Source: an optimization exercise on an open RTL-to-GDS flow (aim: small area, a short achievable clock period and few clock cycles per item). Production flows keep margins and buffers that such runs may drop.
Function was checked by simulation only, so behaviour that the tests miss may differ from the original.

==> job 2517: inputs <==
==> flow/design.v <==
`timescale 1ns / 1ps
module sbox(
	input  [7:0] data_i,
	output [7:0] data_o
	);
	wire L0, L1, L2, L3, L4, L5, L6, L7, L8, L9, L10, L11, L12, L13, L14, L15, L16, L17, L18, L19, L20, L21, L22, L23, L24, L25, L26, L27, L28, L29, M1, M2, M3, M4, M5, M6, M7, M8, M9, M10, M11, M12, M13, M14, M15, M16, M17, M18, M19, M20, M21, M22, M23, M24, M25, M26, M27, M28, M29, M30, M31, M32, M33, M34, M35, M36, M37, M38, M39, M40, M41, M42, M43, M44, M45, M46, M47, M48, M49, M50, M51, M52, M53, M54, M55, M56, M57, M58, M59, M60, M61, M62, M63, T1, T2, T3, T4, T5, T6, T7, T8, T9, T10, T11, T12, T13, T14, T15, T16, T17, T18, T19, T20, T21, T22, T23, T24, T25, T26, T27;
	wire U0, U1, U2, U3, U4, U5, U6, U7;
	wire S0, S1, S2, S3, S4, S5, S6, S7;
	assign U0 = data_i[7];
	assign U1 = data_i[6];
	assign U2 = data_i[5];
	assign U3 = data_i[4];
	assign U4 = data_i[3];
	assign U5 = data_i[2];
	assign U6 = data_i[1];
	assign U7 = data_i[0];
	assign T1 = U0 ^ U3;
	assign T2 = U0 ^ U5;
	assign T3 = U0 ^ U6;
	assign T4 = U3 ^ U5;
	assign T5 = U4 ^ U6;
	assign T6 = T1 ^ T5;
	assign T7 = U1 ^ U2;
	assign T8 = U7 ^ T6;
	assign T9 = U7 ^ T7;
	assign T10 = T6 ^ T7;
	assign T11 = U1 ^ U5;
	assign T12 = U2 ^ U5;
	assign T13 = T3 ^ T4;
	assign T14 = T6 ^ T11;
	assign T15 = T5 ^ T11;
	assign T16 = T5 ^ T12;
	assign T17 = T9 ^ T16;
	assign T18 = U3 ^ U7;
	assign T19 = T7 ^ T18;
	assign T20 = T1 ^ T19;
	assign T21 = U6 ^ U7;
	assign T22 = T7 ^ T21;
	assign T23 = T2 ^ T22;
	assign T24 = T2 ^ T10;
	assign T25 = T20 ^ T17;
	assign T26 = T3 ^ T16;
	assign T27 = T1 ^ T12;
	assign M1 = T13 & T6;
	assign M2 = T23 & T8;
	assign M3 = T14 ^ M1;
	assign M4 = T19 & U7;
	assign M5 = M4 ^ M1;
	assign M6 = T3 & T16;
	assign M7 = T22 & T9;
	assign M8 = T26 ^ M6;
	assign M9 = T20 & T17;
	assign M10 = M9 ^ M6;
	assign M11 = T1 & T15;
	assign M12 = T4 & T27;
	assign M13 = M12 ^ M11;
	assign M14 = T2 & T10;
	assign M15 = M14 ^ M11;
	assign M16 = M3 ^ M2;
	assign M17 = M5 ^ T24;
	assign M18 = M8 ^ M7;
	assign M19 = M10 ^ M15;
	assign M20 = M16 ^ M13;
	assign M21 = M17 ^ M15;
	assign M22 = M18 ^ M13;
	assign M23 = M19 ^ T25;
	assign M24 = M22 ^ M23;
	assign M25 = M22 & M20;
	assign M26 = M21 ^ M25;
	assign M27 = M20 ^ M21;
	assign M28 = M23 ^ M25;
	assign M29 = M28 & M27;
	assign M30 = M26 & M24;
	assign M31 = M20 & M23;
	assign M32 = M27 & M31;
	assign M33 = M27 ^ M25;
	assign M34 = M21 & M22;
	assign M35 = M24 & M34;
	assign M36 = M24 ^ M25;
	assign M37 = M21 ^ M29;
	assign M38 = M32 ^ M33;
	assign M39 = M23 ^ M30;
	assign M40 = M35 ^ M36;
	assign M41 = M38 ^ M40;
	assign M42 = M37 ^ M39;
	assign M43 = M37 ^ M38;
	assign M44 = M39 ^ M40;
	assign M45 = M42 ^ M41;
	assign M46 = M44 & T6;
	assign M47 = M40 & T8;
	assign M48 = M39 & U7;
	assign M49 = M43 & T16;
	assign M50 = M38 & T9;
	assign M51 = M37 & T17;
	assign M52 = M42 & T15;
	assign M53 = M45 & T27;
	assign M54 = M41 & T10;
	assign M55 = M44 & T13;
	assign M56 = M40 & T23;
	assign M57 = M39 & T19;
	assign M58 = M43 & T3;
	assign M59 = M38 & T22;
	assign M60 = M37 & T20;
	assign M61 = M42 & T1;
	assign M62 = M45 & T4;
	assign M63 = M41 & T2;
	assign L0 = M61 ^ M62;
	assign L1 = M50 ^ M56;
	assign L2 = M46 ^ M48;
	assign L3 = M47 ^ M55;
	assign L4 = M54 ^ M58;
	assign L5 = M49 ^ M61;
	assign L6 = M62 ^ L5;
	assign L7 = M46 ^ L3;
	assign L8 = M51 ^ M59;
	assign L9 = M52 ^ M53;
	assign L10 = M53 ^ L4;
	assign L11 = M60 ^ L2;
	assign L12 = M48 ^ M51;
	assign L13 = M50 ^ L0;
	assign L14 = M52 ^ M61;
	assign L15 = M55 ^ L1;
	assign L16 = M56 ^ L0;
	assign L17 = M57 ^ L1;
	assign L18 = M58 ^ L8;
	assign L19 = M63 ^ L4;
	assign L20 = L0 ^ L1;
	assign L21 = L1 ^ L7;
	assign L22 = L3 ^ L12;
	assign L23 = L18 ^ L2;
	assign L24 = L15 ^ L9;
	assign L25 = L6 ^ L10;
	assign L26 = L7 ^ L9;
	assign L27 = L8 ^ L10;
	assign L28 = L11 ^ L14;
	assign L29 = L11 ^ L17;
	assign S0 = L6 ^ L24;
	assign S1 = ~(L16 ^ L26);
	assign S2 = ~(L19 ^ L28);
	assign S3 = L6 ^ L21;
	assign S4 = L20 ^ L22;
	assign S5 = L25 ^ L29;
	assign S6 = ~(L13 ^ L27);
	assign S7 = ~(L6 ^ L23);
	assign data_o = {S0, S1, S2, S3, S4, S5, S6, S7};
endmodule
`timescale 1ns / 1ps
module aes128_core(
	input          clk,
	input          rst_n,      
	input          start,      
	input          decrypt,    
	input  [127:0] key,        
	input  [127:0] data_in,    
	output         ready,      
	output         done,       
	output [127:0] data_out
	);
	function [7:0] xt;           
		input [7:0] b;
		xt = {b[6:0], 1'b0} ^ (b[7] ? 8'h1b : 8'h00);
	endfunction
	function [7:0] ainv;         
		input [7:0] b;
		integer i;
		for (i = 0; i < 8; i = i + 1)
			ainv[i] = b[(i+2)%8] ^ b[(i+5)%8] ^ b[(i+7)%8];
	endfunction
	function [31:0] mixcol;      
		input [31:0] w;
		reg [7:0] a0, a1, a2, a3, s;
		begin
			a0 = w[7:0]; a1 = w[15:8]; a2 = w[23:16]; a3 = w[31:24];
			s  = a0 ^ a1 ^ a2 ^ a3;
			mixcol = {a3 ^ s ^ xt(a3 ^ a0), a2 ^ s ^ xt(a2 ^ a3),
			          a1 ^ s ^ xt(a1 ^ a2), a0 ^ s ^ xt(a0 ^ a1)};
		end
	endfunction
	function [31:0] precol;      
		input [31:0] w;
		reg [7:0] a0, a1, a2, a3, u, v;
		begin
			a0 = w[7:0]; a1 = w[15:8]; a2 = w[23:16]; a3 = w[31:24];
			u  = xt(xt(a0 ^ a2));
			v  = xt(xt(a1 ^ a3));
			precol = {a3 ^ v, a2 ^ u, a1 ^ v, a0 ^ u};
		end
	endfunction
	reg  [127:0] sa, sb;         
	reg  [127:0] ka, kb;         
	reg  [31:0]  kfb;
	reg  [127:0] out_q;
	reg          busy_a, busy_b, dec_a, dec_b;
	reg  [3:0]   r_a, r_b;       
	reg          rdy_q, done_q;
	reg  [15:0]  dec_av, dec_bv, rdy_v;
	wire last_a = dec_a ? (r_a == 4'd1) : (r_a == 4'd10);
	wire last_b = dec_b ? (r_b == 4'd1) : (r_b == 4'd10);
	wire r_a1 = (r_a == 4'd1), r_a10 = (r_a == 4'd10);
	wire r_b1 = (r_b == 4'd1), r_b10 = (r_b == 4'd10);
	wire [15:0] last_bv;
	assign ready    = rdy_q;
	assign done     = done_q;
	assign data_out = out_q;
	wire accept = start & rdy_q;
	wire [127:0] sbox_o;
	genvar gi;
	generate
		for (gi = 0; gi < 16; gi = gi + 1) begin : g_sb
			sbox u_sb(.data_i(sa[8*gi +: 8]), .data_o(sbox_o[8*gi +: 8]));
		end
	endgenerate
	wire [31:0] w0 = ka[31:0], w1 = ka[63:32], w2 = ka[95:64], w3 = ka[127:96];
	wire [31:0] ks_sb;
	generate
		for (gi = 0; gi < 4; gi = gi + 1) begin : g_ksb
			sbox u_ksb(.data_i(w3[8*gi +: 8]), .data_o(ks_sb[8*gi +: 8]));
		end
	endgenerate
	wire [31:0] kf = {ks_sb[7:0], ks_sb[31:24], ks_sb[23:16], ks_sb[15:8]};
	wire [7:0]  rc = {r_a == 4'd8, r_a == 4'd7, r_a == 4'd6 | r_a == 4'd10,
	                  r_a == 4'd5 | r_a == 4'd9 | r_a == 4'd10, r_a == 4'd4 | r_a == 4'd9,
	                  r_a == 4'd3 | r_a == 4'd10, r_a == 4'd2 | r_a == 4'd9 | r_a == 4'd10,
	                  r_a == 4'd1 | r_a == 4'd9};
	wire [31:0] c0 = w0 ^ {24'h0, rc};
	wire [31:0] c1 = c0 ^ w1;
	wire [31:0] c2 = c1 ^ w2;
	wire [31:0] c3 = c2 ^ w3;
	wire [127:0] kc_d = {w3, w2 ^ w1, w1 ^ w0, c0};
	wire [127:0] kc_e = {c3, c2, c1, c0};
	wire [127:0] kc;
	wire [127:0] v, x, t, m, y, o, rk, st, sa_next, ka_next;
	genvar gr, gc;
	generate
		for (gi = 0; gi < 16; gi = gi + 1) begin : g_byte
			wire db = dec_bv[gi];
			assign last_bv[gi] = db ? r_b1 : r_b10;
			assign kc[8*gi +: 8] = dec_av[gi] ? kc_d[8*gi +: 8] : kc_e[8*gi +: 8];
			assign rk[8*gi +: 8] = kb[8*gi +: 8] ^ ((gi < 4 || !db) ? kfb[8*(gi%4) +: 8] : 8'h00);
			assign v[8*gi +: 8] = db ? (ainv(sb[8*gi +: 8]) ^ 8'h05) : sb[8*gi +: 8];
			assign x[8*gi +: 8] = v[8*gi +: 8] ^ rk[8*gi +: 8];
			assign y[8*gi +: 8] = db ? m[8*gi +: 8] : (m[8*gi +: 8] ^ rk[8*gi +: 8]);
			assign o[8*gi +: 8] = last_bv[gi] ? x[8*gi +: 8] : y[8*gi +: 8];
			assign st[8*gi +: 8] = rdy_v[gi] ? (data_in[8*gi +: 8] ^ key[8*gi +: 8]) : o[8*gi +: 8];
			if (gi >= 12) begin : g_kt
				assign ka_next[8*gi +: 8] = rdy_v[gi]
					? (decrypt ? key[8*gi +: 8] ^ key[8*gi-32 +: 8] : key[8*gi +: 8])
					: (db ? rk[8*gi +: 8] ^ rk[8*gi-32 +: 8] : rk[8*gi +: 8]);
			end else begin : g_kn
				assign ka_next[8*gi +: 8] = rdy_v[gi] ? key[8*gi +: 8] : rk[8*gi +: 8];
			end
		end
		for (gi = 0; gi < 4; gi = gi + 1) begin : g_mix
			wire [31:0] pc = precol(x[32*gi +: 32]);
			for (gr = 0; gr < 4; gr = gr + 1) begin : g_t
				assign t[32*gi+8*gr +: 8] = dec_bv[4*gi+gr] ? pc[8*gr +: 8] : v[32*gi+8*gr +: 8];
			end
			assign m[32*gi +: 32] = mixcol(t[32*gi +: 32]);
		end
		for (gc = 0; gc < 4; gc = gc + 1) begin : g_col
			for (gr = 0; gr < 4; gr = gr + 1) begin : g_row
				wire [7:0] be = st[8*(4*((gc+gr)%4)+gr) +: 8];       
				wire [7:0] bd = st[8*(4*((gc+4-gr)%4)+gr) +: 8];     
				wire ld_dec = rdy_v[4*gc+gr] ? decrypt : dec_bv[4*gc+gr];
				assign sa_next[8*(4*gc+gr) +: 8] = ld_dec ? (ainv(bd) ^ 8'h05) : be;
			end
		end
	endgenerate
	always @(posedge clk) begin
		sa    <= sa_next;
		sb    <= sbox_o;
		ka    <= ka_next;
		kb    <= kc;
		kfb   <= kf;
		out_q <= o;
		dec_b <= dec_a;
		r_b   <= r_a;
		dec_bv <= dec_av;
		dec_av <= rdy_v & {16{decrypt}} | ~rdy_v & dec_bv;
		if (rdy_q) begin
			dec_a <= decrypt;
			r_a   <= decrypt ? 4'd10 : 4'd1;
		end else begin
			dec_a <= dec_b;
			r_a   <= dec_b ? r_b - 4'd1 : r_b + 4'd1;
		end
	end
	always @(posedge clk) begin
		if (!rst_n) begin
			busy_a <= 1'b0;
			busy_b <= 1'b0;
			rdy_q  <= 1'b1;
			rdy_v  <= 16'hffff;
			done_q <= 1'b0;
		end else begin
			busy_a <= accept | (busy_b & ~last_b);
			busy_b <= busy_a;
			rdy_q  <= ~busy_a | last_a;
			rdy_v  <= ~{16{busy_a}} | dec_av & {16{r_a1}} | ~dec_av & {16{r_a10}};
			done_q <= busy_b & last_b;
		end
	end
endmodule
==> flow/run.sh <==
#!/bin/bash
# synth_recipe.tcl (not shown) runs the flow's synth.tcl, then flattens the netlist and writes it again
# the make line also repeats each setting of config.mk as NAME=value (left out here)
make -C /OpenROAD-flow-scripts/flow DESIGN_CONFIG=/design/flow/config.mk WORK_HOME=/design/flow/orfs CLKGATE_MAP_FILE= SYNTH_SCRIPT=/design/flow/synth_recipe.tcl finish
==> flow/config.mk <==
export PLATFORM = sky130hd
export DESIGN_NAME = aes128_core
export DESIGN_NICKNAME = aes128_core
export VERILOG_FILES = /design/flow/design.v
export SDC_FILE = /design/flow/constraint.sdc
export NUM_CORES = 4
export LEC_CHECK = 0
export ABC_AREA = 1
export CAP_MARGIN = 20
export CORE_MARGIN = 2
export CORE_UTILIZATION = 60
export SLEW_MARGIN = 20
==> flow/constraint.sdc <==
create_clock -name core_clock -period 12.0 [get_ports {clk}]
set_input_delay 2.4000 -clock core_clock [delete_from_list [all_inputs] [get_ports {clk}]]
set_output_delay 2.4000 -clock core_clock [all_outputs]
set_load 0.01 [all_outputs]
==> job 2093: changes against job 2517 <==
--- a/flow/design.v
+++ b/flow/design.v
@@ -229,7 +229,7 @@
 	wire [127:0] kc_d = {w3, w2 ^ w1, w1 ^ w0, c0};
 	wire [127:0] kc_e = {c3, c2, c1, c0};
 	wire [127:0] kc;
-	wire [127:0] v, x, t, m, y, o, rk, st, sa_next, ka_next;
+	wire [127:0] v, x, t, m, y, rk, st, sa_next, ka_next;
 	genvar gr, gc;
 	generate
 		for (gi = 0; gi < 16; gi = gi + 1) begin : g_byte
@@ -239,9 +239,12 @@
 			assign rk[8*gi +: 8] = kb[8*gi +: 8] ^ ((gi < 4 || !db) ? kfb[8*(gi%4) +: 8] : 8'h00);
 			assign v[8*gi +: 8] = db ? (ainv(sb[8*gi +: 8]) ^ 8'h05) : sb[8*gi +: 8];
 			assign x[8*gi +: 8] = v[8*gi +: 8] ^ rk[8*gi +: 8];
-			assign y[8*gi +: 8] = db ? m[8*gi +: 8] : (m[8*gi +: 8] ^ rk[8*gi +: 8]);
-			assign o[8*gi +: 8] = last_bv[gi] ? x[8*gi +: 8] : y[8*gi +: 8];
-			assign st[8*gi +: 8] = rdy_v[gi] ? (data_in[8*gi +: 8] ^ key[8*gi +: 8]) : o[8*gi +: 8];
+			assign y[8*gi +: 8] = m[8*gi +: 8] ^ (db ? 8'h00 : rk[8*gi +: 8]);
+			wire sel_ld = rdy_v[gi];
+			wire sel_x  = ~rdy_v[gi] & last_bv[gi];
+			wire sel_y  = ~rdy_v[gi] & ~last_bv[gi];
+			assign st[8*gi +: 8] = {8{sel_ld}} & (data_in[8*gi +: 8] ^ key[8*gi +: 8])
+			                     | {8{sel_x}} & x[8*gi +: 8] | {8{sel_y}} & y[8*gi +: 8];
 			if (gi >= 12) begin : g_kt
 				assign ka_next[8*gi +: 8] = rdy_v[gi]
 					? (decrypt ? key[8*gi +: 8] ^ key[8*gi-32 +: 8] : key[8*gi +: 8])
@@ -272,7 +275,7 @@
 		ka    <= ka_next;
 		kb    <= kc;
 		kfb   <= kf;
-		out_q <= o;
+		out_q <= x;     
 		dec_b <= dec_a;
 		r_b   <= r_a;
 		dec_bv <= dec_av;
==> flow/flow/run.sh (new file) <==
#!/bin/bash
# Standard layout, with repair_timing asked to leave a setup margin and the
# port buffers made with buf_2 cells (the SDC, clock period and every other
# setting are unchanged). make's output goes to standard_make.log; ORFS keeps
# each step's log under orfs/logs.
set -euo pipefail
export SETUP_SLACK_MARGIN=8
export BUFFER_PORTS_ARGS="-buffer_cell sky130_fd_sc_hd__buf_2"
bash standard.sh > standard_make.log 2>&1
==> flow/standard.sh (new file) <==
#!/bin/bash
# synth_recipe.tcl (not shown) runs the flow's synth.tcl, then flattens the netlist and writes it again
# the make line also repeats each setting of config.mk as NAME=value (left out here)
make -C /OpenROAD-flow-scripts/flow DESIGN_CONFIG=/design/flow/config.mk WORK_HOME=/design/flow/orfs CLKGATE_MAP_FILE= SYNTH_SCRIPT=/design/flow/synth_recipe.tcl "${@:-finish}"
CORE_UTILIZATION = 40   (was 60)
removed: flow/run.sh
==> job 5469: changes against job 2517 <==
--- a/flow/design.v
+++ b/flow/design.v
@@ -193,7 +193,9 @@
 	reg          busy_a, busy_b, dec_a, dec_b;
 	reg  [3:0]   r_a, r_b;       
 	reg          rdy_q, done_q;
-	reg  [15:0]  dec_av, dec_bv, rdy_v;
+	wire [15:0]  dec_av = {16{dec_a}};
+	wire [15:0]  dec_bv = {16{dec_b}};
+	wire [15:0]  rdy_v  = {16{rdy_q}};
 	wire last_a = dec_a ? (r_a == 4'd1) : (r_a == 4'd10);
 	wire last_b = dec_b ? (r_b == 4'd1) : (r_b == 4'd10);
 	wire r_a1 = (r_a == 4'd1), r_a10 = (r_a == 4'd10);
@@ -229,7 +231,7 @@
 	wire [127:0] kc_d = {w3, w2 ^ w1, w1 ^ w0, c0};
 	wire [127:0] kc_e = {c3, c2, c1, c0};
 	wire [127:0] kc;
-	wire [127:0] v, x, t, m, y, o, rk, st, sa_next, ka_next;
+	wire [127:0] v, x, t, m, y, rk, st, sa_next, ka_next;
 	genvar gr, gc;
 	generate
 		for (gi = 0; gi < 16; gi = gi + 1) begin : g_byte
@@ -239,9 +241,12 @@
 			assign rk[8*gi +: 8] = kb[8*gi +: 8] ^ ((gi < 4 || !db) ? kfb[8*(gi%4) +: 8] : 8'h00);
 			assign v[8*gi +: 8] = db ? (ainv(sb[8*gi +: 8]) ^ 8'h05) : sb[8*gi +: 8];
 			assign x[8*gi +: 8] = v[8*gi +: 8] ^ rk[8*gi +: 8];
-			assign y[8*gi +: 8] = db ? m[8*gi +: 8] : (m[8*gi +: 8] ^ rk[8*gi +: 8]);
-			assign o[8*gi +: 8] = last_bv[gi] ? x[8*gi +: 8] : y[8*gi +: 8];
-			assign st[8*gi +: 8] = rdy_v[gi] ? (data_in[8*gi +: 8] ^ key[8*gi +: 8]) : o[8*gi +: 8];
+			assign y[8*gi +: 8] = m[8*gi +: 8] ^ (db ? 8'h00 : rk[8*gi +: 8]);
+			wire sel_ld = rdy_v[gi];
+			wire sel_x  = ~rdy_v[gi] & last_bv[gi];
+			wire sel_y  = ~rdy_v[gi] & ~last_bv[gi];
+			assign st[8*gi +: 8] = {8{sel_ld}} & (data_in[8*gi +: 8] ^ key[8*gi +: 8])
+			                     | {8{sel_x}} & x[8*gi +: 8] | {8{sel_y}} & y[8*gi +: 8];
 			if (gi >= 12) begin : g_kt
 				assign ka_next[8*gi +: 8] = rdy_v[gi]
 					? (decrypt ? key[8*gi +: 8] ^ key[8*gi-32 +: 8] : key[8*gi +: 8])
@@ -272,11 +277,9 @@
 		ka    <= ka_next;
 		kb    <= kc;
 		kfb   <= kf;
-		out_q <= o;
+		out_q <= x;     
 		dec_b <= dec_a;
 		r_b   <= r_a;
-		dec_bv <= dec_av;
-		dec_av <= rdy_v & {16{decrypt}} | ~rdy_v & dec_bv;
 		if (rdy_q) begin
 			dec_a <= decrypt;
 			r_a   <= decrypt ? 4'd10 : 4'd1;
@@ -290,13 +293,11 @@
 			busy_a <= 1'b0;
 			busy_b <= 1'b0;
 			rdy_q  <= 1'b1;
-			rdy_v  <= 16'hffff;
 			done_q <= 1'b0;
 		end else begin
 			busy_a <= accept | (busy_b & ~last_b);
 			busy_b <= busy_a;
 			rdy_q  <= ~busy_a | last_a;
-			rdy_v  <= ~{16{busy_a}} | dec_av & {16{r_a1}} | ~dec_av & {16{r_a10}};
 			done_q <= busy_b & last_b;
 		end
 	end
==> flow/flow/run.sh (new file) <==
#!/bin/bash
# Standard layout, with repair_timing asked to leave a setup margin and the
# port buffers made with buf_2 cells (the SDC, clock period and every other
# setting are unchanged). make's output goes to standard_make.log; ORFS keeps
# each step's log under orfs/logs.
set -euo pipefail
export SETUP_SLACK_MARGIN=7.85
export BUFFER_PORTS_ARGS="-buffer_cell sky130_fd_sc_hd__buf_2"
bash standard.sh > standard_make.log 2>&1
==> flow/standard.sh (new file) <==
#!/bin/bash
# synth_recipe.tcl (not shown) runs the flow's synth.tcl, then flattens the netlist and writes it again
# the make line also repeats each setting of config.mk as NAME=value (left out here)
make -C /OpenROAD-flow-scripts/flow DESIGN_CONFIG=/design/flow/config.mk WORK_HOME=/design/flow/orfs CLKGATE_MAP_FILE= SYNTH_SCRIPT=/design/flow/synth_recipe.tcl "${@:-finish}"
CORE_UTILIZATION = 40   (was 60)
removed: flow/run.sh
==> job 2753: changes against job 2517 <==
CORE_UTILIZATION = 40   (was 60)
==> metrics.md <==
| Metric | Value |
|---|---|
| Run status | timing/DRC/antenna clean |
| Worst R2R End | kfb[8] |
| Layout Cell Area excl Fill | 0.0911 sq mm |
| Min-Delay Endpoint | dec_bv[5] |
| M1 WL | 129000 microns |
| Antenna Cells | 12 |
| Syn-to-layout area delta | 22.1% |
| Utilization after layout | 0.491 |
Source of the figures above: job 2093

==> metrics.md <==
| Metric | Value |
|---|---|
| Syn-to-layout area delta | 13.3% |
| Layout Cell Area excl Fill | 0.0845 sq mm |
| Antenna Cells | 9 |
| Utilization after layout | 0.456 |
| Run status | timing/DRC/antenna clean |
| M1 WL | 136000 microns |
Source of the figures above: job 2753

==> metrics.md <==
| Metric | Value |
|---|---|
| Syn-to-layout area delta | 19.5% |
| M1 WL | 139000 microns |
| Layout Cell Area excl Fill | 0.0895 sq mm |
| Run status | timing/DRC/antenna clean |
| Antenna Cells | 12 |
| Min-Delay Endpoint | kb[23] |
Source of the figures above: job 5469

==> metrics.md <==
| Metric | Value |
|---|---|
| Worst R2R End | sa[56] |
| Layout Cell Area excl Fill | 0.0828 sq mm |
| Run status | timing/DRC/antenna clean |
| Syn-to-layout area delta | 11.2% |
| Utilization after layout | 0.671 |
| Min-Delay Endpoint | dec_bv[2] |
Source of the figures above: job 2517

Testbench counts of job 2517, summed over its fixed seeds: cycles 5,144, items 512.
Testbench counts of job 2093, summed over its fixed seeds: cycles 5,144, items 512.
Testbench counts of job 5469, summed over its fixed seeds: cycles 5,144, items 512.
Testbench counts of job 2753, summed over its fixed seeds: cycles 5,144, items 512.

-- separate check: timing with driven ports --
No port has a modelled driver above. Below, the same layouts with a new extraction and two added sets of constraints. Step 1, drivers: a clkbuf_16 drives clk and a buf_2 each remaining input, both assumed. Step 2 times the ports against the registers' clock, not the clock port: input delays grow and output delays shrink by t, the midpoint of the rising clock arrivals with the driver on. a / b / c = ideal ports / drivers / drivers and shift; a / b = the first two.
run	t, ns	setup WS [ns]	worst setup path at the end	worst data-port slew with drivers (ns)
job 2517	0.795	6.358 / 6.358 / 6.358	register to register	0.11
job 2093	0.831	8.079 / 8.066 / 7.436	input to register	0.30
job 5469	0.836	7.959 / 7.952 / 7.307	input to register	0.21
job 2753	0.839	6.465 / 6.465 / 6.465	register to register	0.10
After both steps every run listed still meets setup and hold. For job 5469, which loses most, drivers alone change the setup slack by -0.007 ns; drivers and shift together by -0.652 ns.
